Context: an optimization exercise on an open-source flow, tuned for a short achievable clock period and few clock cycles. The choices shown serve that exercise and are no tape-out recipe.
No functional check of the RTL was part of any run shown here.
No activity file was given, so power comes from the tool's default toggle rates.

--- design/flow/design.v ---
module control_unit(
    input wire [7:0] instr,          
    input wire [2:0] state,          
    input wire zf,                   
    input wire reset,                
    output reg [2:0] next_state,     
    output reg pc_we,                
    output reg pc_sel,               
    output reg pc_jmp_sel,           
    output reg [3:0] pc_offset,      
    output reg addr_sel,             
    output reg [3:0] addr_offset,    
    output reg mem_sel,              
    output reg mem_we,               
    output reg [2:0] alu_opcode,     
    output reg alu_sel_a,            
    output reg alu_sel_b,            
    output reg alu_we,               
    output reg zf_we,                
    output reg ir_we,                
    output reg a_sel,                
    output reg a_we,                 
    output reg b_sel,                
    output reg b_we,                 
    output reg halt                  
);
    localparam ADD    = 3'b000;
    localparam AND    = 3'b001;
    localparam NOT    = 3'b010;
    localparam LOAD   = 3'b011;
    localparam STORE  = 3'b100;
    localparam JUMP   = 3'b101;
    localparam JUMPz  = 3'b110;
    localparam HALT   = 3'b111;
    localparam FETCH      = 3'b000; 
    localparam DECODE     = 3'b001;
    localparam EXECUTE    = 3'b010;
    localparam MEMORY     = 3'b011;
    localparam WRITEBACK  = 3'b100;
    localparam HALT_STATE = 3'b101;
    localparam IDLE       = 3'b110;
    always @(*) begin
        pc_we = 0;               
        pc_sel = 0;              
        pc_jmp_sel = 0;          
        pc_offset = 4'b0000;     
        addr_sel = 0;            
        addr_offset = 4'b0000;   
        mem_sel = 0;             
        mem_we = 0;              
        alu_opcode = 3'b000;     
        alu_sel_a = 0;           
        alu_sel_b = 0;           
        alu_we = 0;              
        zf_we = 0;               
        ir_we = 0;               
        a_sel = 0;               
        a_we = 0;                
        b_sel = 0;               
        b_we = 0;                
        halt = 0;                
        next_state = FETCH;      
        if (reset) begin
            next_state = FETCH;      
        end
        else begin
            case (state)
                FETCH: begin                     
                    next_state = DECODE;         
                    pc_we = 1;                   
                    ir_we = 1;                   
                end
                DECODE: begin    
                    case (instr[7:5])       
                        ADD, AND, NOT, JUMP, JUMPz: begin
                            next_state = EXECUTE;       
                        end
                        LOAD, STORE: begin
                            next_state = MEMORY;
                        end
                        HALT: begin
                            next_state = HALT_STATE;
                        end
                    endcase
                end
                EXECUTE: begin                           
                    case (instr[7:5])
                        ADD, AND: begin
                            alu_opcode = instr[7:5];     
                            alu_sel_a = instr[3];        
                            alu_sel_b = instr[2];        
                            alu_we = 1;                  
                            zf_we = 1;                   
                            next_state = WRITEBACK;
                        end
                        NOT: begin
                            alu_opcode = instr[7:5];     
                            alu_sel_a = instr[3];        
                            alu_we = 1;                  
                            zf_we = 1;                   
                            next_state = WRITEBACK;
                        end
                        JUMP: begin
                            pc_jmp_sel = instr[4];       
                            pc_offset = instr[3:0];      
                            pc_sel = 1;                  
                            pc_we = 1;                   
                            next_state = IDLE;
                        end
                        JUMPz: begin
                            if (zf == 1) begin
                                pc_jmp_sel = instr[4];   
                                pc_offset = instr[3:0];  
                                pc_sel = 1;              
                                pc_we = 1;               
                            end
                            next_state = IDLE;
                        end
                    endcase
                end
                MEMORY: begin                                    
                    case (instr[7:5])
                        LOAD: begin
                            addr_offset = instr[3:0];    
                            addr_sel = 1;                
                            next_state = WRITEBACK;
                        end
                        STORE: begin
                            addr_offset = instr[3:0];    
                            addr_sel = 1;                
                            mem_sel = instr[4];          
                            mem_we = 1;                  
                            next_state = IDLE;
                        end
                    endcase
                end
                WRITEBACK: begin                         
                    case (instr[7:5])
                        ADD, AND, NOT: begin
                            if (instr[4] == 0) begin
                                a_sel = 1;               
                                a_we = 1;                
                            end else begin
                                b_sel = 1;               
                                b_we = 1;                
                            end
                            next_state = FETCH;
                        end
                        LOAD: begin
                            if (instr[4] == 0) begin
                                a_we = 1;            
                            end else begin
                                b_we = 1;            
                            end
                            next_state = FETCH;
                        end
                    endcase
                end 
                HALT_STATE: begin
                    halt = 1;
                    next_state = HALT_STATE;
                end
                IDLE: begin
                    next_state = FETCH;
                end
            endcase
        end
    end
endmodule
module alu(
    input wire [2:0] opcode,         
    input wire [7:0] a,              
    input wire [7:0] b,              
    output reg [7:0] y,              
    output reg zf                    
);
    localparam ADD = 3'b000;         
    localparam AND = 3'b001;         
    localparam NOT = 3'b010;         
always @(*) begin
    zf = 0;
    case (opcode)
        ADD: begin             
            y = a + b;
        end
        AND: begin              
            y = a & b;
        end
        NOT: begin              
            y = ~a;
        end
        default: begin               
            y = 8'b00000000;
        end
    endcase
    if (y == 8'b00000000) begin
        zf = 1;
    end
end
endmodule
module register #(
    parameter WIDTH = 8
)(
    input wire clk,                  
    input wire rst,                  
    input wire we,                   
    input wire [WIDTH-1:0] d,        
    output reg [WIDTH-1:0] q         
);
    always @(posedge clk) begin      
        if (rst) begin
            q <= {WIDTH{1'b0}};      
        end else if (we) begin
            q <= d;                  
        end
    end
endmodule
module mux_2to1 (
    input wire [7:0] in0,    
    input wire [7:0] in1,    
    input wire sel,          
    output wire [7:0] out    
);
    assign out = sel ? in1 : in0;
endmodule
module adder(
    input wire [7:0] a,
    input wire [7:0] b,
    output wire [7:0] sum
);
    assign sum = a + b;
endmodule
module zext(
    input wire [3:0] in,
    output wire [7:0] out
);
assign out = {4'b0000, in};
endmodule
module cpu_8b(
    input wire clk,
    input wire rst,
    output wire halt,
    output wire mem_we,
    output wire [7:0] mem_addr,
    output wire [7:0] mem_wdata,
    input wire [7:0] mem_rdata
);
    reg [7:0] ra, rb;
    reg [7:0] res;        
    reg halted;
    reg [7:0] pc;         
    reg [7:0] pc1;        
    reg pcfix;            
    reg [7:0] sq, tq;
    reg we;
    reg [7:0] wdata;
    reg rvalid;           
    reg s;                
    reg w;                
    reg lp;               
    reg lpr;              
    reg ld;               
    reg ldr;              
    reg kl;               
    reg fw;
    reg [1:0] fop;
    reg f4, f3, f2;
    assign halt = halted;
    assign mem_we = we;
    assign mem_addr = sq | tq;
    assign mem_wdata = wdata;
    wire [7:0] ins = mem_rdata;
    wire [7:0] pcv, pcv1, pc2, seq, nox, ab, nd;
    wire [3:0] peh, pe1, rah1, rbh1;
    wire [79:0] te, ta, tb;
    wire zf, e0, wnr, lpa, lpb;
    cpu_pre pre(
        .ra(ra), .rb(rb), .res(res), .pc(pc), .pc1(pc1), .tq(tq), .pcfix(pcfix),
        .halted(halted), .rvalid(rvalid), .s(s), .w(w), .lp(lp), .lpr(lpr),
        .pcv(pcv), .pcv1(pcv1), .pc2(pc2), .seq(seq), .nox(nox),
        .pe1(pe1), .rah1(rah1), .rbh1(rbh1), .te(te), .ta(ta), .tb(tb),
        .ab(ab), .nd(nd), .zf(zf), .e0(e0), .wnr(wnr), .lpa(lpa), .lpb(lpb)
    );
    wire ex, stall, defer, kill, is_ld, is_st, is_halt, taken;
    wire [7:0] gsel;      
    wire wra, wrb, wrr;   
    wire ge, ga, gb;      
    wire gs, gp, gn;      
    cpu_dec dec(
        .rst(rst), .ins(ins[7:2]), .e0(e0), .zf(zf), .lp(lp), .lpa(lpa), .lpb(lpb),
        .ex(ex), .stall(stall), .defer(defer), .kill(kill),
        .is_ld(is_ld), .is_st(is_st), .is_halt(is_halt), .taken(taken),
        .gsel(gsel), .wra(wra), .wrb(wrb), .wrr(wrr),
        .ge(ge), .ga(ga), .gb(gb), .gs(gs), .gp(gp), .gn(gn)
    );
    wire [7:0] yf;
    cpu_fwd fwd(.ins(ins), .ra(ra), .rb(rb), .fop(fop), .f3(f3), .f2(f2),
                .ldr(ldr), .yf(yf));
    wire zr = ~rst & ~e0;
    wire fwa = fw & ~f4;
    wire fwb = fw & f4;
    wire lda = ld & ~kl & ~ldr & ~fwa;
    wire ldb = ld & ~kl & ldr & ~fwb;
    wire [7:0] za = fwa ? yf : (lda ? ins : ra);
    wire [7:0] zb = fwb ? yf : (ldb ? ins : rb);
    wire [7:0] zres = fw ? yf : res;
    wire [7:0] n_ra, n_rb, n_res0;
    wire [7:0] n_res = {n_res0[7:1], n_res0[0] | rst};   
    cpu_wr wr_a(.rst(rst), .e0(e0), .wr(wra), .gsel(gsel), .ra(ra), .rb(rb), .nd(nd),
                .ab(ab), .hold(ra), .zr(zr), .z(za), .d(n_ra));
    cpu_wr wr_b(.rst(rst), .e0(e0), .wr(wrb), .gsel(gsel), .ra(ra), .rb(rb), .nd(nd),
                .ab(ab), .hold(rb), .zr(zr), .z(zb), .d(n_rb));
    cpu_wr wr_r(.rst(rst), .e0(e0), .wr(wrr), .gsel(gsel), .ra(ra), .rb(rb), .nd(nd),
                .ab(ab), .hold(res), .zr(zr), .z(zres), .d(n_res0));
    wire [4:0] le, la, lb;
    cpu_lk lk_e(.o(ins[3:0]), .t(te), .y(le));
    cpu_lk lk_a(.o(ins[3:0]), .t(ta), .y(la));
    cpu_lk lk_b(.o(ins[3:0]), .t(tb), .y(lb));
    wire [7:0] n_tq, n_sq;
    cpu_tq tqs(.ge(ge), .ga(ga), .gb(gb), .le(le), .la(la), .lb(lb),
               .eh(pc1[7:4]), .eh1(pe1), .ah(ra[7:4]), .ah1(rah1),
               .bh(rb[7:4]), .bh1(rbh1), .d(n_tq));
    cpu_sq sqs(.gs(gs), .gp(gp), .gn(gn), .seq(seq), .pc(pc), .nox(nox), .d(n_sq));
    always @(posedge clk) begin
        ra <= n_ra;
        rb <= n_rb;
        res <= n_res;
        tq <= n_tq;
        sq <= n_sq;
        if (rst) begin
            halted <= 1'b0;
            pc <= 8'd0;
            pc1 <= 8'd1;
            pcfix <= 1'b0;
            we <= 1'b0;
            wdata <= 8'd0;
            rvalid <= 1'b1;
            s <= 1'b0;
            w <= 1'b0;
            lp <= 1'b0;
            lpr <= 1'b0;
            ld <= 1'b0;
            ldr <= 1'b0;
            kl <= 1'b0;
            fw <= 1'b0;
            fop <= 2'd0;
            f4 <= 1'b0;
            f3 <= 1'b0;
            f2 <= 1'b0;
        end else begin
            halted <= halted | (e0 & is_halt);
            pc <= ex ? pc1 : pcv;
            pc1 <= ex ? pc2 : pcv1;
            pcfix <= ex & taken;
            we <= ex & is_st;
            wdata <= ins[4] ? rb : ra;
            lp <= e0 & is_ld;
            lpr <= ins[4];
            ld <= lp;
            ldr <= lpr;
            kl <= e0 & kill;
            fw <= e0 & defer & ~stall;
            fop <= ins[6:5];
            f4 <= ins[4];
            f3 <= ins[3];
            f2 <= ins[2];
            if (e0 & ~stall) begin
                if (is_ld) begin
                    rvalid <= s;
                    s <= 1'b0;
                    w <= 1'b0;
                end else if (is_st) begin
                    rvalid <= s & (ins[3:0] != 4'd0);
                    s <= 1'b0;
                    w <= (ins[3:0] == 4'd0);
                end else if (taken) begin
                    rvalid <= 1'b0;
                    s <= 1'b0;
                    w <= 1'b1;
                end else begin
                    rvalid <= s;
                    s <= s;
                    w <= ~s;
                end
            end else if (e0) begin
                rvalid <= 1'b0;
                s <= 1'b0;
                w <= 1'b1;
            end else begin
                rvalid <= wnr;
                s <= wnr;
                w <= ~wnr;
            end
        end
    end
endmodule
module cpu_pre(
    input wire [7:0] ra, rb, res, pc, pc1, tq,
    input wire pcfix, halted, rvalid, s, w, lp, lpr,
    output wire [7:0] pcv, pcv1, pc2, seq, nox,
    output wire [3:0] pe1, rah1, rbh1,
    output wire [79:0] te, ta, tb,
    output wire [7:0] ab, nd,
    output wire zf, e0, wnr, lpa, lpb
);
    assign pcv = pcfix ? tq : pc;
    assign pcv1 = pcfix ? tq + 8'd1 : pc1;
    assign pc2 = pc1 + 8'd1;
    assign seq = s ? pc2 : pc1;
    assign wnr = w & ~rvalid;
    assign nox = wnr ? pcv1 : pcv;
    assign pe1 = pc1[7:4] + 4'd1;
    assign rah1 = ra[7:4] + 4'd1;
    assign rbh1 = rb[7:4] + 4'd1;
    genvar k;
    generate
        for (k = 0; k < 16; k = k + 1) begin : tab
            assign te[5*k +: 5] = {1'b0, pc1[3:0]} + k;
            assign ta[5*k +: 5] = {1'b0, ra[3:0]} + k;
            assign tb[5*k +: 5] = {1'b0, rb[3:0]} + k;
        end
    endgenerate
    assign ab = ra + rb;
    assign nd = ra & rb;
    assign zf = (res == 8'd0);
    assign e0 = rvalid & ~halted;
    assign lpa = lp & ~lpr;
    assign lpb = lp & lpr;
endmodule
module cpu_dec(
    input wire rst,
    input wire [7:2] ins,
    input wire e0, zf, lp, lpa, lpb,
    output wire ex, stall, defer, kill, is_ld, is_st, is_halt, taken,
    output wire [7:0] gsel,
    output wire wra, wrb, wrr,
    output wire ge, ga, gb, gs, gp, gn
);
    wire [2:0] op = ins[7:5];
    wire is_add = (op == 3'd0);
    wire is_and = (op == 3'd1);
    wire is_not = (op == 3'd2);
    wire is_alu = is_add | is_and | is_not;
    assign is_ld = (op == 3'd3);
    assign is_st = (op == 3'd4);
    wire is_jmp = (op == 3'd5);
    wire is_jz = (op == 3'd6);
    assign is_halt = (op == 3'd7);
    assign taken = is_jmp | (is_jz & zf);
    wire ldst = is_ld | is_st;
    wire u3 = ins[3] ? lpb : lpa;
    wire u2 = ins[2] ? lpb : lpa;
    wire u4 = ins[4] ? lpb : lpa;
    assign defer = is_alu & (u3 | (~op[1] & u2));
    assign stall = (is_add & lp & (ins[3] != ins[2])) | ((is_st | taken) & u4);
    assign kill = is_alu & ~defer & u4;
    assign ex = e0 & ~stall;
    wire b3 = ins[3], b2 = ins[2];
    assign gsel[0] = is_add & (b3 != b2);      
    assign gsel[1] = is_add & ~b3 & ~b2;       
    assign gsel[2] = is_add & b3 & b2;         
    assign gsel[3] = is_and & (b3 != b2);      
    assign gsel[4] = (is_and & ~b3 & ~b2);     
    assign gsel[5] = (is_and & b3 & b2);       
    assign gsel[6] = is_not & ~b3;             
    assign gsel[7] = is_not & b3;              
    wire wr = e0 & is_alu & ~defer & ~rst;
    assign wra = wr & ~ins[4];
    assign wrb = wr & ins[4];
    assign wrr = wr;
    wire sel = ex & (ldst | taken) & ~rst;
    assign ge = sel & ldst;
    assign ga = sel & ~ldst & ~ins[4];
    assign gb = sel & ~ldst & ins[4];
    assign gs = ex & ~(ldst | taken) & ~rst;
    assign gp = e0 & stall & ~rst;
    assign gn = ~e0 & ~rst;
endmodule
module cpu_fwd(
    input wire [7:0] ins, ra, rb,
    input wire [1:0] fop,
    input wire f3, f2, ldr,
    output reg [7:0] yf
);
    wire [7:0] fs3 = (f3 == ldr) ? ins : (f3 ? rb : ra);
    wire [7:0] fs2 = (f2 == ldr) ? ins : (f2 ? rb : ra);
    always @(*) begin
        case (fop)
            2'd0: yf = {fs3[6:0], 1'b0};
            2'd1: yf = fs3 & fs2;
            default: yf = ~fs3;
        endcase
    end
endmodule
module cpu_wr(
    input wire rst, e0, wr,
    input wire [7:0] gsel,
    input wire [7:0] ra, rb, nd, ab, hold,
    input wire zr,
    input wire [7:0] z,
    output wire [7:0] d
);
    wire [7:0] r;
    cpu_wr_rest rest(.rst(rst), .e0(e0), .wr(wr), .gsel(gsel[7:1]), .ra(ra), .rb(rb),
                     .nd(nd), .hold(hold), .zr(zr), .z(z), .r(r));
    cpu_or_and fin(.g(wr & gsel[0]), .a(ab), .r(r), .d(d));
endmodule
module cpu_wr_rest(
    input wire rst, e0, wr,
    input wire [7:1] gsel,
    input wire [7:0] ra, rb, nd, hold,
    input wire zr,
    input wire [7:0] z,
    output wire [7:0] r
);
    wire [7:0] aa = {ra[6:0], 1'b0};
    wire [7:0] bb = {rb[6:0], 1'b0};
    wire h = e0 & ~wr & ~rst;
    assign r = ({8{wr & gsel[1]}} & aa) | ({8{wr & gsel[2]}} & bb) |
               ({8{wr & gsel[3]}} & nd) | ({8{wr & gsel[4]}} & ra) |
               ({8{wr & gsel[5]}} & rb) | ({8{wr & gsel[6]}} & ~ra) |
               ({8{wr & gsel[7]}} & ~rb) | ({8{h}} & hold) | ({8{zr}} & z);
endmodule
module cpu_or_and(
    input wire g,
    input wire [7:0] a, r,
    output wire [7:0] d
);
    assign d = ({8{g}} & a) | r;
endmodule
module cpu_lk(
    input wire [3:0] o,
    input wire [79:0] t,
    output wire [4:0] y
);
    assign y = t[5*o +: 5];
endmodule
module cpu_tq(
    input wire ge, ga, gb,
    input wire [4:0] le, la, lb,
    input wire [3:0] eh, eh1, ah, ah1, bh, bh1,
    output wire [7:0] d
);
    wire [3:0] he = le[4] ? eh1 : eh;
    wire [3:0] ha = la[4] ? ah1 : ah;
    wire [3:0] hb = lb[4] ? bh1 : bh;
    assign d = ({8{ge}} & {he, le[3:0]}) | ({8{ga}} & {ha, la[3:0]}) |
               ({8{gb}} & {hb, lb[3:0]});
endmodule
module cpu_sq(
    input wire gs, gp, gn,
    input wire [7:0] seq, pc, nox,
    output wire [7:0] d
);
    assign d = ({8{gs}} & seq) | ({8{gp}} & pc) | ({8{gn}} & nox);
endmodule
--- design/flow/run.sh ---
#!/bin/bash
# synth_recipe.tcl (not shown) runs the flow's synth.tcl, then flattens the netlist and writes it again
# the make line also repeats each setting of config.mk as NAME=value (left out here)
make -C /OpenROAD-flow-scripts/flow DESIGN_CONFIG=/design/flow/config.mk WORK_HOME=/design/flow/orfs CLKGATE_MAP_FILE= SYNTH_SCRIPT=/design/flow/synth_recipe.tcl finish
--- design/flow/config.mk ---
export PLATFORM = sky130hd
export DESIGN_NAME = cpu_8b
export DESIGN_NICKNAME = cpu_8b
export VERILOG_FILES = /design/flow/design.v
export SDC_FILE = /design/flow/constraint.sdc
export NUM_CORES = 4
export LEC_CHECK = 0
export CAP_MARGIN = 20
export CORE_MARGIN = 2
export CORE_UTILIZATION = 40
export SETUP_SLACK_MARGIN = 3.3
export SLEW_MARGIN = 20
export SYNTH_HIERARCHICAL = 1
export TNS_END_PERCENT = 100
--- design/flow/constraint.sdc ---
create_clock -name core_clock -period 5.0 [get_ports {clk}]
set_input_delay 1.0000 -clock core_clock [delete_from_list [all_inputs] [get_ports {clk}]]
set_output_delay 1.0000 -clock core_clock [all_outputs]
set_load 0.01 [all_outputs]
==> metrics.md, run 1 <==
| Metric | Value |
|---|---|
| Outcome | `no timing/DRC/antenna violations` |
| #FFs+latches synth | `80` |
| Slew Limit Fails | `0` |
| Switching Fraction | `33.1%` |
| Clk_skew | `0.00959 ns` |
| Average wire per standard cell | `21.6 µm` |
| Peak supply drop | `0.162 mV` |
| Setup crit end | `tq[7]$_DFF_P_` |
| Critical path buffer and inverter count | `5` |
| Worst r2r src | `rb[3]$_DFF_P_` |
| Setup tns final | `0 ns` |
| Post-synthesis sequential area ratio | `15.0%` |
| WP data required | `5.23 ns` |
| Chip height | `168 µm` |
| Leading area contributor after synthesis | `dfxtp_1` |
| Grt ovf | `0` |
| Top delay family on crit path | `simple AND/OR/NAND/NOR gates` |
| Critical Path Stages | `10` |
| I/O pin total | `28` |
| Seq pwr share | `31.4%` |
| Final core occ | `49.6%` |
| Num rows | `59` |
| RR Endpoint | `tq[5]$_DFF_P_` |
| Crit. End Element | `flip-flop` |
| Post-DP HPWL | `19,400 µm` |
| Clk pwr share | `32.9%` |
| Layout cell share with drive strength beyond 1 | `39.1%` |
| Synth unique cells | `77` |
| Final ANT Viol Nets | `0` |
| Crit-path max cell delay | `0.40 ns` |
| Final nets | `1,284` |
| Antenna Cells | `0` |
| Period minus WS final | `2.60 ns` |
| CTS Sinks | `80` |
| Reg2Reg Depth | `9` |
| Drt via density | `6.09` |
| Htree depth | `3` |
| First-pass GRT wire length | `52,100 µm` |
| Final period utilization | `52.0%` |
| Transition time of the tightest slew-check pin | `0.817 ns` |
| Yosys warning count | `8` |
| I/O Buffers | `27` |
| RSZ-0062 raised after global routing | `yes` |
| Area growth from synthesis to layout | `21.2%` |
| Slew headroom | `45.5%` |
| Post-synth EDFFs | `0` |
| Achievable Freq | `385 MHz` |
| Pin count of the biggest net entering global routing | `46` |
| Crit-path cells | `buf_12 > buf_12 > buf_4 > buf_4 > nor2b_1 > a22oi_2 > nand3_2 > mux2_2 > a222oi_1 > inv_1` |
| LEAKAGE | `5.61 nW` |
| Max Cap Violations | `0` |
| Worst-Skew Late Latency | `0.35 ns` |
| Final hold viol count | `0` |
| Crit path max-delay cell type | `nor2b_1` |
| Full die area | `28,100 µm²` |
| Routability Congestion | `0.833` |
| Vias | `9,539` |
| Root buffer cell | `clkbuf_16` |
| Number of fill cells | `2,380` |
| Post-synth top area share | `15.0%` |
| Clock slew at reported path FFs | `0.07 ns` |
| Top cell types by occurrence after synthesis | `127 x buf_4, 104 x mux2i_1, 90 x inv_1, 82 x nand2_1, 80 x dfxtp_1` |
| Initial DRC Count | `1,035` |
| Combinational share of power | `35.7%` |
| Hold_buf cts | `0` |
| Internal power | `0.00147 W` |
| Worst reg2reg setup slack | `2.44 ns` |
| Drc violations | `0` |
| Initial antenna violation count | `0` |
| Synthesized netlist cell count | `1,223` |
| Top cells by area, synth | `dfxtp_1 15%, mux4_2 13%, mux2i_1 9.7%, buf_4 8.9%, ha_1 5.4%` |
| # setup viols final | `0` |
| Critical path startpoint category | `input pin` |
| Die X | `168 µm` |
| Clk buf depth | `2` |
| Pwr/cell area | `169 nW/µm²` |
| Primary FF master, synth | `dfxtp_1` |
| Crit path max fanout | `7` |
| Critical setup path kind | `input pin to flip-flop` |
| Gr usage total | `23.4%` |
| Hold Path Class | `flip-flop to flip-flop` |
| Worst Setup SP | `mem_rdata[2]` |
| Vias in the first global route | `9,101` |
| Detailed Routing Iterations Pass 1 | `8` |
| Sw power | `0.000728 W` |
| CTS tree | `built` |
| Worst EP arrival | `2.83 ns` |
| Async SR Flop Fraction | `0%` |
| Post-Syn Area | `10,700 µm²` |
| Syn_area_per_cell | `8.75 µm²` |
| Most instantiated library cell after synthesis | `buf_4` |
| TritonCTS Buffers | `9` |
| Final WL | `33,800 µm` |
| Initial core utilization | `41.0%` |
| Tot Pwr | `0.00220 W` |
| Core area | `26,100 µm²` |
-- timing repair --
item / CTS / global route
gates cloned: 16 / 2
buffers inserted: 94 / 30
endpoints found under the setup margin: 94 / 81
pin swaps: 81 / 48
resized for setup: 319 / 69
-- registers in the layout, summed over array words and instances (netlist names), 2 cells and up --
register  count
fop           2
pc            8
pc1           8
ra            8
rb            8
res           8
sq            8
tq            8
wdata         8
-- worst min-delay path by stage --
stage,start,end,slack (ns),cells after the start
finish,pc[0]$_SDFF_PP0_,sq[0]$_DFF_P_,0.48,2
global route,pc[0]$_SDFF_PP0_,sq[0]$_DFF_P_,0.53,2
CTS,pc[0]$_SDFF_PP0_,sq[0]$_DFF_P_,0.49,2
detailed placement,pc[0]$_SDFF_PP0_,sq[0]$_DFF_P_,0.47,2
global placement,pc[2]$_SDFF_PP0_,sq[2]$_DFF_P_,0.47,2
floorplan,pc[1]$_SDFF_PP0_,sq[1]$_DFF_P_,0.45,2
-- metrics by stage --
stage | setup WS (ns) | area [µm²] | cells | hold WS, ns
detailed placement | 1.00 | 10300 | 1409 | 0.473
global placement | 1.07 | 10300 | 1409 | 0.470
finish | 2.40 | 13000 | 1567 | 0.483
floorplan | 2.30 | 10900 | 1225 | 0.445
CTS | 2.43 | 12500 | 1535 | 0.487
global route | 2.28 | 13000 | 1567 | 0.527
-- per-module statistics from Yosys, one instance, submodules excluded --
module | copies in the design | area (µm²) | flip-flops and latches
cpu_8b | 1 | 2660 | 80
cpu_dec | 1 | 332 | 0
cpu_fwd | 1 | 649 | 0
cpu_lk | 3 | 601 | 0
cpu_or_and | 3 | 71.3 | 0
cpu_pre | 1 | 3200 | 0
cpu_sq | 1 | 120 | 0
cpu_tq | 1 | 259 | 0
cpu_wr | 3 | 6.26 | 0
cpu_wr_rest | 3 | 482 | 0
-- logic make-up (layout without fill, tap and decap cells) --
family / after synthesis / in the layout / share of synthesized area, %
AND/OR/NAND/NOR: 312 / 314 / 14.9
buffers and inverters: 292 / 297 / 16.6
AO/OA/AOI/OAI: 239 / 239 / 17.5
multiplexers: 195 / 195 / 25.7
flip-flops: 80 / 80 / 15.0
XOR/XNOR: 57 / 57 / 4.73
adder cells (fa/ha/maj): 47 / 47 / 5.56
other: 1 / 3 / 0.0350
-- tightest hold or removal path, stage by stage (launching register included) --
cell and delay (ns):
dfxtp_1 0.33, a222oi_1 0.08, inv_1 0.05
-- power groups by stage --
stage	registers [W]	logic (W)	clock network, W
detailed placement	0.000728	0.000544	0
floorplan	0.000701	0.000537	0
global route	0.000693	0.000834	0.000751
CTS	0.000690	0.000730	0.000729
finish	0.000690	0.000785	0.000723
global placement	0.000727	0.000534	0
-- area by class of cell --
class                      instances  area [µm²]  area share (%)
inverter                          90         384            2.96
multi-input combinational        855        8050            62.1
clock buffer                      11         253            1.95
timing repair buffer             191        2100            16.2
sequential                        80        1700            13.1
tap                              335         419            3.23
clock inverter                     5        62.6           0.482
-- per-layer routing --
metal  routed length [µm]  track usage, %  share of wire [%]  vias to the layer above
met3                 2510            3.76                7.4                       52
li1                     -               -                  -                     4363
met2                15600            38.2                 46                      446
met1                15100            32.4                 45                     4678
met4                  607            5.75                1.8                        0
met5                    0               0                  0                        -
-- layout by cell type (no fill, tap or decap), drive strengths merged, types with 14 or more instances in the layout --
cell type	Yosys	routed
nand3	47	47
mux2i	105	105
a22oi	36	36
mux2	30	30
xnor2	41	41
a32o	21	21
o2111ai	15	15
nand2	82	82
a21o	37	37
o21ai	14	14
a21oi	42	42
nor2	77	78
ha	46	46
buf	170	185
xor2	16	16
dfxtp	80	80
mux4	60	60
a222oi	16	16
a221o	24	24
nor2b	24	24
inv	90	86
==> run 2, diff against run 1 <==
--- a/design/flow/config.mk
+++ b/design/flow/config.mk
@@ -10,5 +10,4 @@
 export CORE_UTILIZATION = 40
-export SETUP_SLACK_MARGIN = 3.3
+export SETUP_SLACK_MARGIN = 2.7
 export SLEW_MARGIN = 20
 export SYNTH_HIERARCHICAL = 1
-export TNS_END_PERCENT = 100
==> run 2 against run 1 <==
Still clean on timing, DRC and antenna. Setup slack gained 0.017 ns. Cell area shrank 0.94%. Combinational power shrank 4.8%. Global-route usage shrank 0.44 points. Power grew 1.4%. Worst hold slack gained 0.015 ns. Register-to-register slack is essentially flat. Clock power grew 8.6%. Critical path depth shrank 1. Core utilization shrank 0.46 points. Non-clock buffer count shrank 20. Critical path type unchanged. Highest routed layer unchanged.
==> metrics.md, run 2 <==
| Metric | Value |
|---|---|
| Post-DP HPWL | `18,800 µm` |
| Highest routed layer | `met4` |
| Average wire per standard cell | `21.5 µm` |
| Most common cell after layout, fill and taps aside | `buf_4` |
| Transition time of the tightest slew-check pin | `0.802 ns` |
| CTS tree | `built` |
| Tot Pwr | `0.00223 W` |
| LEAKAGE | `5.56 nW` |
| Met3 routed WL | `2380 µm` |
| #FFs+latches synth | `80` |
| RSZ-0062 raised after global routing | `yes` |
| Hold_buf cts | `0` |
| Initial DRC Count | `1,075` |
| Achievable Freq | `387 MHz` |
| Critical path startpoint category | `input pin` |
| Final nets | `1,264` |
| Layout cell share with drive strength beyond 1 | `36.4%` |
| # setup viols final | `0` |
| Most frequent cells in the layout | `99 x buf_4, 92 x mux2i_1, 79 x nand2_1` |
| Num rows | `59` |
| Clk_skew | `0.00493 ns` |
| Post-synth EDFFs | `0` |
| Drc violations | `0` |
| Vias | `9,445` |
| DP Worst Slack | `1.15 ns` |
| Leading area contributor after synthesis | `dfxtp_1` |
| Clock slew at reported path FFs | `0.06 ns` |
| Full die area | `28,100 µm²` |
| Die X | `168 µm` |
| Post-Syn Area | `10,700 µm²` |
| Crit. End Element | `flip-flop` |
| Detailed Routing Iterations Pass 1 | `7` |
| Pin count of the biggest net entering global routing | `46` |
| Final period utilization | `51.7%` |
| Final WL | `33,200 µm` |
| Outcome | `no timing/DRC/antenna violations` |
| Primary FF master, synth | `dfxtp_1` |
| Clk buf depth | `2` |
| Final ANT Viol Nets | `0` |
| Hold Path Class | `flip-flop to flip-flop` |
| Slew headroom | `46.5%` |
| Yosys warning count | `8` |
| Slew Limit Fails | `0` |
| I/O pin total | `28` |
| Gr usage total | `23.0%` |
| Worst EP arrival | `2.81 ns` |
| Met2 WL | `15,600 µm` |
| M1 wire length | `14,500 µm` |
| Area growth from synthesis to layout | `20.1%` |
| Async SR Flop Fraction | `0%` |
| Setup slack after layout | `2.42 ns` |
| Initial antenna violation count | `0` |
| Vias in the first global route | `8,945` |
| First-pass GRT wire length | `51,200 µm` |
| Post-synth top area share | `15.0%` |
| Top cells by area, synth | `dfxtp_1 15%, mux4_2 13%, mux2i_1 9.7%, buf_4 8.9%, ha_1 5.4%` |
| CTS Sinks | `80` |
| Worst reg2reg setup slack | `2.43 ns` |
| Most instantiated library cell after synthesis | `buf_4` |
| Chip height | `168 µm` |
| Htree depth | `3` |
| Crit path max fanout | `5` |
| I/O Buffers | `27` |
| Setup tns final | `0 ns` |
| Period minus WS final | `2.58 ns` |
| Syn_area_per_cell | `8.75 µm²` |
| Max Cap Violations | `0` |
| Worst r2r src | `pc1[2]$_SDFF_PP0_` |
| Final hold viol count | `0` |
| WP data required | `5.23 ns` |
| Hold_sp | `pc[2]$_SDFF_PP0_` |
| Grt ovf | `0` |
| Initial core utilization | `41.0%` |
| Synthesized netlist cell count | `1,223` |
| Critical setup path kind | `input pin to flip-flop` |
| Worst Setup SP | `mem_rdata[2]` |
| Root buffer cell | `clkbuf_16` |
| Core area | `26,100 µm²` |
| Worst-Skew Late Latency | `0.35 ns` |
| Synth unique cells | `77` |
| Post-synthesis sequential area ratio | `15.0%` |
| Drt via density | `6.11` |
| Top cell types by occurrence after synthesis | `127 x buf_4, 104 x mux2i_1, 90 x inv_1, 82 x nand2_1, 80 x dfxtp_1` |
| TritonCTS Buffers | `9` |
| Routability Congestion | `0.846` |
| Peak supply drop | `0.171 mV` |
| Pwr/cell area | `173 nW/µm²` |
| Antenna Cells | `0` |
| Hold slack | `0.498 ns` |
## run 2: cell count changes in the layout (fill, tap and decap cells not counted), moves of 5 or more
cell             before  now
buf_6                42   19
buf_4               115   99
dfxtp_1              45   53
or2_2                 0    8
or2_4                11    3
clkdlybuf4s15_1       0    7
clkdlybuf4s50_1       0    5
ha_4                  4    9
## run 2: final timing paths
kind,end,cells past startpoint
max,tq[6]$_DFF_P_,9
min,sq[2]$_DFF_P_,2
max reg2reg,tq[3]$_DFF_P_,11
min reg2reg,sq[2]$_DFF_P_,2
## run 2: layout make-up
class,count,area [µm²]
clock buffer,9,225
clock inverter,6,116
fill,2387,13300
inverter,90,389
multi-input combinational,855,8080
sequential,80,1680
tap,335,419
timing repair buffer,171,1950
## run 2: cell families after synthesis
family / count (synthesis) / share of synthesized area (%)
flip-flops: 80 / 15.0
buffers and inverters: 292 / 16.6
AO/OA/AOI/OAI: 239 / 17.5
adder cells (fa/ha/maj): 47 / 5.56
XOR/XNOR: 57 / 4.73
AND/OR/NAND/NOR: 312 / 14.9
multiplexers: 195 / 25.7
other: 1 / 0.0350
## run 2: power breakdown
| part | internal, W | total (W) | switching (W) |
|---|---|---|---|
| clock network | 0.000489 | 0.000785 | 0.000295 |
| registers | 0.000656 | 0.000696 | 0.0000400 |
| logic | 0.000378 | 0.000747 | 0.000369 |
## run 2: what timing repair did
item | in CTS | in global routing
endpoints found under the hold margin | 0 | 0
pin swaps | 50 | 51
resized for setup | 220 | 82
setup endpoints to repair | 73 | 67
setup buffers | 88 | 15
cloned | 16 | 6
## run 2: modules after synthesis, one instance, submodules excluded
module | cells inside | flops+latches | copies in the design
cpu_pre | 464 | 0 | 1
cpu_8b | 239 | 80 | 1
cpu_fwd | 76 | 0 | 1
cpu_lk | 47 | 0 | 3
cpu_wr_rest | 58 | 0 | 3
cpu_dec | 50 | 0 | 1
cpu_tq | 31 | 0 | 1
cpu_sq | 18 | 0 | 1
cpu_or_and | 9 | 0 | 3
cpu_wr | 1 | 0 | 3
## run 2: through the flow
step	utilization [%]	cells	cell area, µm²
2_1_floorplan	-	1225	10900
3_3_place_gp	39.2	1406	10200
3_5_place_dp	39.2	1406	10200
4_1_cts	47.1	1525	12300
5_1_grt	49.2	1546	12800
6_report	49.2	1546	12800
## run 2: per-layer routing
| metal | track usage, % | vias to the layer above |
|---|---|---|
| li1 | - | 4320 |
| met1 | 31.1 | 4700 |
| met3 | 4.56 | 53 |
| met4 | 6.69 | 0 |
| met2 | 37.2 | 372 |
| met5 | 0 | - |
## run 2: critical path: stages
cell,delay [ns]
buf_12,0.11
buf_4,0.14
bufbuf_16,0.26
nor2b_2,0.19
a22oi_2,0.20
nand3_4,0.16
mux2_4,0.33
a222oi_1,0.34
inv_1,0.07
==> run 3, diff against run 2 <==
--- a/design/flow/config.mk
+++ b/design/flow/config.mk
@@ -9,5 +9,7 @@
 export CORE_MARGIN = 2
-export CORE_UTILIZATION = 40
-export SETUP_SLACK_MARGIN = 2.7
+export CORE_UTILIZATION = 60
+export PLACE_DENSITY = 0.7
+export SETUP_SLACK_MARGIN = 3.0
 export SLEW_MARGIN = 20
 export SYNTH_HIERARCHICAL = 1
+export TNS_END_PERCENT = 100
==> run 3 against run 2 <==
Register-to-register slack lost 0.10 ns. Core utilization grew 25 points. Via count grew 7.1%. Power grew 1.3%. Combinational power grew 8.3%. Largest cell class unchanged.
==> metrics.md, run 3 <==
| Metric | Value |
|---|---|
| DP Worst Slack | `1.24 ns` |
| #FFs+latches synth | `80` |
| Yosys warning count | `8` |
| Peak supply drop | `0.180 mV` |
| Post-DP HPWL | `18,000 µm` |
| Chip height | `138 µm` |
| Synth unique cells | `77` |
| Worst EP arrival | `2.90 ns` |
| Clock slew at reported path FFs | `0.07 ns` |
| Achievable Freq | `374 MHz` |
| Tot Pwr | `0.00226 W` |
| Clk_skew | `0.0107 ns` |
| Post-Syn Area | `10,700 µm²` |
| Vias | `10,100` |
| Placed inst area | `10,100 µm²` |
| Critical path startpoint category | `flip-flop` |
| Outcome | `no timing/DRC/antenna violations` |
| Detailed Routing Iterations Pass 1 | `6` |
| Initial DRC Count | `1,185` |
| Primary FF master, synth | `dfxtp_1` |
| CTS Sinks | `80` |
| Critical setup path kind | `flip-flop to flip-flop` |
| Synthesized netlist cell count | `1,223` |
| Drc violations | `0` |
| Root buffer cell | `clkbuf_16` |
| Leading area contributor after synthesis | `dfxtp_1` |
| Routability Congestion | `0.856` |
| RSZ-0062 raised after global routing | `yes` |
| Post-synth top area share | `15.0%` |
| Post-route cell area | `12,900 µm²` |
| Grt ovf | `0` |
| Area growth from synthesis to layout | `20.3%` |
| Most frequent cells in the layout | `116 x buf_4, 96 x mux2i_1, 82 x nand2_1` |
| Final core occ | `74.2%` |
| Transition time of the tightest slew-check pin | `0.777 ns` |
| Num rows | `48` |
| Top cell types by occurrence after synthesis | `127 x buf_4, 104 x mux2i_1, 90 x inv_1, 82 x nand2_1, 80 x dfxtp_1` |
| Setup tns final | `0 ns` |
| # setup viols final | `0` |
| Final nets | `1,287` |
| Initial antenna violation count | `0` |
| Full die area | `18,900 µm²` |
| Most instantiated library cell after synthesis | `buf_4` |
| Gr usage total | `35.5%` |
| Period minus WS final | `2.67 ns` |
| Average wire per standard cell | `23.9 µm` |
| Die X | `138 µm` |
| Pwr/cell area | `175 nW/µm²` |
| LEAKAGE | `5.64 nW` |
| I/O Buffers | `27` |
| WP data required | `5.23 ns` |
| Final WL | `34,900 µm` |
| Layout cell share with drive strength beyond 1 | `37.5%` |
| TritonCTS Buffers | `9` |
| Pin count of the biggest net entering global routing | `46` |
| Antenna Cells | `0` |
| Final period utilization | `53.5%` |
| Worst-Skew Late Latency | `0.35 ns` |
| Post-synthesis sequential area ratio | `15.0%` |
| Max Cap Violations | `0` |
| Top cells by area, synth | `dfxtp_1 15%, mux4_2 13%, mux2i_1 9.7%, buf_4 8.9%, ha_1 5.4%` |
| Hold_buf cts | `0` |
| Drt via density | `6.93` |
| Crit. End Element | `flip-flop` |
| Setup slack after layout | `2.33 ns` |
| Clk buf depth | `2` |
| CTS tree | `built` |
| Core area | `17,400 µm²` |
| Slew headroom | `48.1%` |
| Post-synth EDFFs | `0` |
| Slew Limit Fails | `0` |
| I/O pin total | `28` |
| Hold Path Class | `flip-flop to flip-flop` |
| Vias in the first global route | `9,366` |
| Async SR Flop Fraction | `0%` |
| Final ANT Viol Nets | `0` |
| Final hold viol count | `0` |
| Initial core utilization | `61.7%` |
| Htree depth | `3` |
| Crit path max fanout | `4` |
| Syn_area_per_cell | `8.75 µm²` |
| First-pass GRT wire length | `52,100 µm` |
| Most common cell after layout, fill and taps aside | `buf_4` |
[run 3: cell type report]
| cell class | count | area [µm²] |
|---|---|---|
| Clock buffer | 9 | 225 |
| Clock inverter | 7 | 104 |
| Fill cell | 1147 | 4490 |
| Inverter | 90 | 383 |
| Multi-Input combinational cell | 854 | 8050 |
| Sequential cell | 80 | 1680 |
| Tap cell | 225 | 282 |
| Timing Repair Buffer | 195 | 2150 |
[run 3: timing repair]
action,CTS,global route
setup buffers,111,19
setup endpoints to repair,92,74
pin swaps,82,42
gates cloned,15,2
gates resized for setup,280,66
[run 3: worst paths after layout]
kind | from | to | slack (ns) | cells past startpoint
min | pc[2]$_SDFF_PP0_ | sq[2]$_DFF_P_ | 0.49 | 2
max | rb[1]$_DFF_P_ | tq[6]$_DFF_P_ | 2.33 | 10
max reg2reg | rb[1]$_DFF_P_ | tq[6]$_DFF_P_ | 2.33 | 10
min reg2reg | pc[2]$_SDFF_PP0_ | sq[2]$_DFF_P_ | 0.49 | 2
[run 3: worst max-delay path, cell delays in order (launching register included)]
cell and delay (ns):
dfxtp_4 0.39, inv_8 0.08, ha_4 0.15, inv_1 0.06, a21o_1 0.19, mux4_2 0.51
a22oi_2 0.26, nand3_4 0.16, mux2_4 0.32, a222oi_1 0.34, inv_1 0.07
[run 3: report_power, final]
group	leakage (nW)	switching [W]	internal (W)	total (W)
clock network	0.159	0.000309	0.000445	0.000754
registers	0.668	0.0000371	0.000655	0.000692
logic	4.81	0.000403	0.000407	0.000809
[run 3: layer usage]
metal  part of all wire (%)  wire length [µm]  vias to the layer above  global-route usage, %
li1                       -                 -                     4371                      -
met1                     38             13400                     4827                   46.2
met2                     46             16000                      735                   57.8
met3                     10              3500                      183                   6.92
met4                    5.8              2020                        0                   14.3
met5                      0                 0                        -                      0
[run 3: per-module statistics from Yosys (local to each module, per instance)]
| module | cell area, µm² | copies in the design |
|---|---|---|
| cpu_dec | 332 | 1 |
| cpu_fwd | 649 | 1 |
| cpu_wr_rest | 482 | 3 |
| cpu_or_and | 71.3 | 3 |
| cpu_sq | 120 | 1 |
| cpu_lk | 601 | 3 |
| cpu_tq | 259 | 1 |
| cpu_wr | 6.26 | 3 |
| cpu_pre | 3200 | 1 |
| cpu_8b | 2660 | 1 |
[run 3: logic make-up (layout without fill, tap and decap cells)]
| group | after synthesis | in the layout | synth area share, % |
|---|---|---|---|
| AOI/OAI and AO/OA | 239 | 239 | 17.5 |
| xor gates and xnor gates | 57 | 57 | 4.73 |
| adders and majority gates | 47 | 47 | 5.56 |
| buffers and inverters | 292 | 301 | 16.6 |
| DFF | 80 | 80 | 15.0 |
| muxes | 195 | 195 | 25.7 |
| other | 1 | 3 | 0.0350 |
| and+or+nand+nor | 312 | 313 | 14.9 |
[run 3: per-stage QoR]
step,hold slack (ns),cells
3_3_place_gp,0.464,1297
5_1_grt,0.512,1460
3_5_place_dp,0.469,1297
6_report,0.488,1460
4_1_cts,0.485,1439
2_1_floorplan,0.445,1225

## what the ideal ports hide
In the flow no input, the clock included, has a driving cell. The finished layouts below were timed again as built, in two steps.
Step 1: set_driving_cell puts a clkbuf_16 on clk and a buf_2 on each other input, an assumption about the parent block.
Step 2 also shifts input and output timing later by t, the mid clock arrival at the registers, as if the neighbouring blocks saw the same clock.
Slacks: ideal / step 1 / step 2; pairs: ideal / step 1.
run | t, ns | setup WS [ns] | worst hold slack (ns) | clock arrival spread, ns
run 1 | 0.391 | 2.400 / 2.205 / 1.814 | 0.483 / 0.483 / 0.483 | 0.010 / 0.010
run 2 | 0.397 | 2.417 / 2.133 / 1.736 | 0.498 / 0.498 / 0.498 | 0.005 / 0.005
run 3 | 0.388 | 2.326 / 2.106 / 1.719 | 0.488 / 0.488 / 0.488 | 0.012 / 0.011
After both steps every run listed still meets setup and hold. The setup slack of run 2, which loses most, moves by -0.284 ns with the drivers and by -0.681 ns with both steps.
